From an optimization exercise on the open Yosys and OpenROAD flow, aimed at small area; shortcuts taken in it are not production practice.
The RTL was checked by simulation tests, not by an equivalence proof against the original design.
No activity file was given, so power comes from the tool's default toggle rates.

== lane 1 ==
==> flow/design.v (excerpt) <==
module fifo
  #(  
     parameter int SIZE = 1000,
     parameter int T_SIZE = 3,
     parameter int LOG_SIZE = $clog2(SIZE)
     )
   (  
     input logic p2f_irdy,
     input logic [T_SIZE-1:0] data_in,
     output logic f2p_trdy,
     output logic f2c_irdy,
     output logic [T_SIZE-1:0] data_out,
     input logic c2f_trdy,
     input logic clk,
     input logic rst
     );
For scale: ~9500 cells after synthesis, roughly 3100 flip-flops, ~12 I/O pins, roughly 99000 um^2 of cells after synthesis.
make LEC_CHECK=0 CAP_MARGIN=10 CORE_MARGIN=2 CORE_UTILIZATION=60 CTS_BUF_LIST=sky130_fd_sc_hd__clkbuf_8 CTS_CLUSTER_DIAMETER=60 CTS_CLUSTER_SIZE=18 SLEW_MARGIN=10 finish   # period 10.0 ns
run.sh (not shown) runs the stock make flow with config.mk's settings and CLKGATE_MAP_FILE= SYNTH_SCRIPT=/design/flow/synth_recipe.tcl, a recipe that flattens the netlist after the stock synthesis.
The following lists how lane 2 was set up differently from lane 1:
- CAP_MARGIN: 10 -> 20
- CORE_UTILIZATION: 60 -> 70
- SLEW_MARGIN: 10 -> 20
- CTS_CLUSTER_DIAMETER: 60 -> unset
- CTS_BUF_LIST: sky130_fd_sc_hd__clkbuf_8 -> unset
- CTS_CLUSTER_SIZE: 18 -> unset
- CTS_ARGS: unset -> -sink_clustering_enable -repair_clock_nets -sink_clustering_size 18 -sink_clustering_max_diameter 50 -buf_list sky130_fd_sc_hd__clkbuf_8 -dont_use_dummy_load
==> flow/flow/run.sh (new file) <==
#!/bin/bash
# The standard layout, except that clock tree synthesis builds the tree from
# clkbuf_8 buffers, each driving a cluster of at most 18 flip-flops within
# 50 um, and inserts no dummy loads.
set -euo pipefail
cd "$(dirname "$0")/.."
cat >> config.mk <<'EOF'
export CTS_ARGS = -sink_clustering_enable -repair_clock_nets -sink_clustering_size 18 -sink_clustering_max_diameter 50 -buf_list sky130_fd_sc_hd__clkbuf_8 -dont_use_dummy_load
EOF
bash standard.sh finish > standard_flow.log 2>&1
==> flow/standard.sh (new file) <==
#!/bin/bash
# synth_recipe.tcl (not shown) runs the flow's synth.tcl, then flattens the netlist and writes it again
# the make line also repeats each setting of config.mk as NAME=value (left out here)
make -C /OpenROAD-flow-scripts/flow DESIGN_CONFIG=/design/flow/config.mk WORK_HOME=/design/flow/orfs CLKGATE_MAP_FILE= SYNTH_SCRIPT=/design/flow/synth_recipe.tcl "${@:-finish}"
removed: flow/run.sh
==> comparison <==
Lane 2 finished end to end and its layout was clean on timing, DRC and antenna.
Lane 2 vs. lane 1: power fell 1.9%; cell depth of the worst setup path fell 1; half-perimeter wire length after detailed placement fell about 4%; sequential share of layout area rose 0.57 points.
Higher die area among lane 1 and lane 2: lane 1
Where via count is concerned, lane 1 is better than lane 2.
Diff lane 1 -> lane 2 | height of the die | down by a little under 10%
Comparing lane 1 and lane 2, worst setup slack is lower on lane 1.
Reported leakage power shrinks slightly when moving from lane 1 to lane 2.
Lane 2: slew at the pin closest to its max-slew limit 100 ps above lane 1
The inputs of lane 3 differ from those of lane 2 as listed below.
- CORE_UTILIZATION: 70 -> 45
- CTS_ARGS: -sink_clustering_enable -repair_clock_nets -sink_clustering_size 18 -sink_clustering_max_diameter 50 -buf_list sky130_fd_sc_hd__clkbuf_8 -dont_use_dummy_load -> unset
==> flow/run.sh (new file) <==
#!/bin/bash
# synth_recipe.tcl (not shown) runs the flow's synth.tcl, then flattens the netlist and writes it again
# the make line also repeats each setting of config.mk as NAME=value (left out here)
make -C /OpenROAD-flow-scripts/flow DESIGN_CONFIG=/design/flow/config.mk WORK_HOME=/design/flow/orfs CLKGATE_MAP_FILE= SYNTH_SCRIPT=/design/flow/synth_recipe.tcl finish
removed: flow/flow/run.sh
removed: flow/standard.sh
Results
On clock-buffer cell count, the lower figure sits with lane 2, not lane 3. Changes observed in lane 3 relative to lane 2: largest net degree at the start of global routing went up; share of power burned in combinational logic decreased by 3.6 points relative to the old numbers; final period utilization rose 2.1 points; inserted tap cell count climbed 52%. Changes observed in lane 3 relative to lane 2: critical-path maximum fanout fell 47%; total power rose 24%; time the worst path needs with I/O delays and setup rose 210 ps. Re cell area: lane 2 was lower than lane 3. Reported for lane 2 and lane 3, post-CTS setup buffer count turned out identical to the last digit. Fmax: lane 3 lower than lane 2.
--- input diff lane 3..lane 4 ---
- setting CTS_CLUSTER_DIAMETER to 50 for the first time
- setting CTS_CLUSTER_SIZE to 16 for the first time
- setting CTS_BUF_LIST to sky130_fd_sc_hd__clkbuf_8 for the first time
Notes after the runs:
- Re share of post-route cells with drive strength above 1: lane 4 is 0.79 points down on lane 3.
- On width of the die, lane 3 and lane 4 are basically level.
- Lane 4 finished all stages; the layout is clean.
- Looking at utilization across lane 3 and lane 4, the one that comes out higher is lane 3.
- Relative to lane 3, the fmax measured on lane 4 has decreased by a few percent.
- [lane 4] non-clock buffer count in the final layout fell 1 relative to lane 3
- Lane 3 has a lower data arrival time of the critical path than lane 4.
- In lane 4 relative to lane 3, routed length on met2 had gone down slightly.
- Looking at met3 routing resource usage after global routing, lane 4 sits 0.16 points below lane 3.
- Comparing power per cell area for lane 3 and lane 4, the bigger number came from lane 3.

## static timing again, ports no longer ideal
No port has a modelled driver above. Below, the same layouts with a new extraction and two added sets of constraints.
Step 1: set_driving_cell puts a clkbuf_16 on clk and a buf_2 on each other input, an assumption about the parent block.
Step 2 times the ports against the registers' clock, not the clock port: input delays grow and output delays shrink by t, the midpoint of the rising clock arrivals with the driver on.
a / b / c = no drivers / after step 1 / after step 2; a / b = the first two.
| run | shift t [ns] | setup slack, ns | worst hold slack (ns) | slew at the worst register clock pin (ns) | worst slew at a driven data input, ns |
|---|---|---|---|---|---|
| lane 1 | 1.082 | 1.852 / 1.771 / 2.852 | 0.444 / 0.444 / 0.444 | 0.12 / 0.12 | 0.03 |
| lane 2 | 1.020 | 2.267 / 2.190 / 3.210 | 0.413 / 0.413 / 0.413 | 0.12 / 0.12 | 0.04 |
| lane 3 | 1.013 | 2.059 / 1.965 / 2.978 | 0.423 / 0.423 / 0.423 | 0.07 / 0.07 | 0.04 |
| lane 4 | 1.148 | 1.853 / 1.767 / 2.916 | 0.422 / 0.422 / 0.422 | 0.11 / 0.11 | 0.04 |
After both steps setup and hold are still met in every run listed.
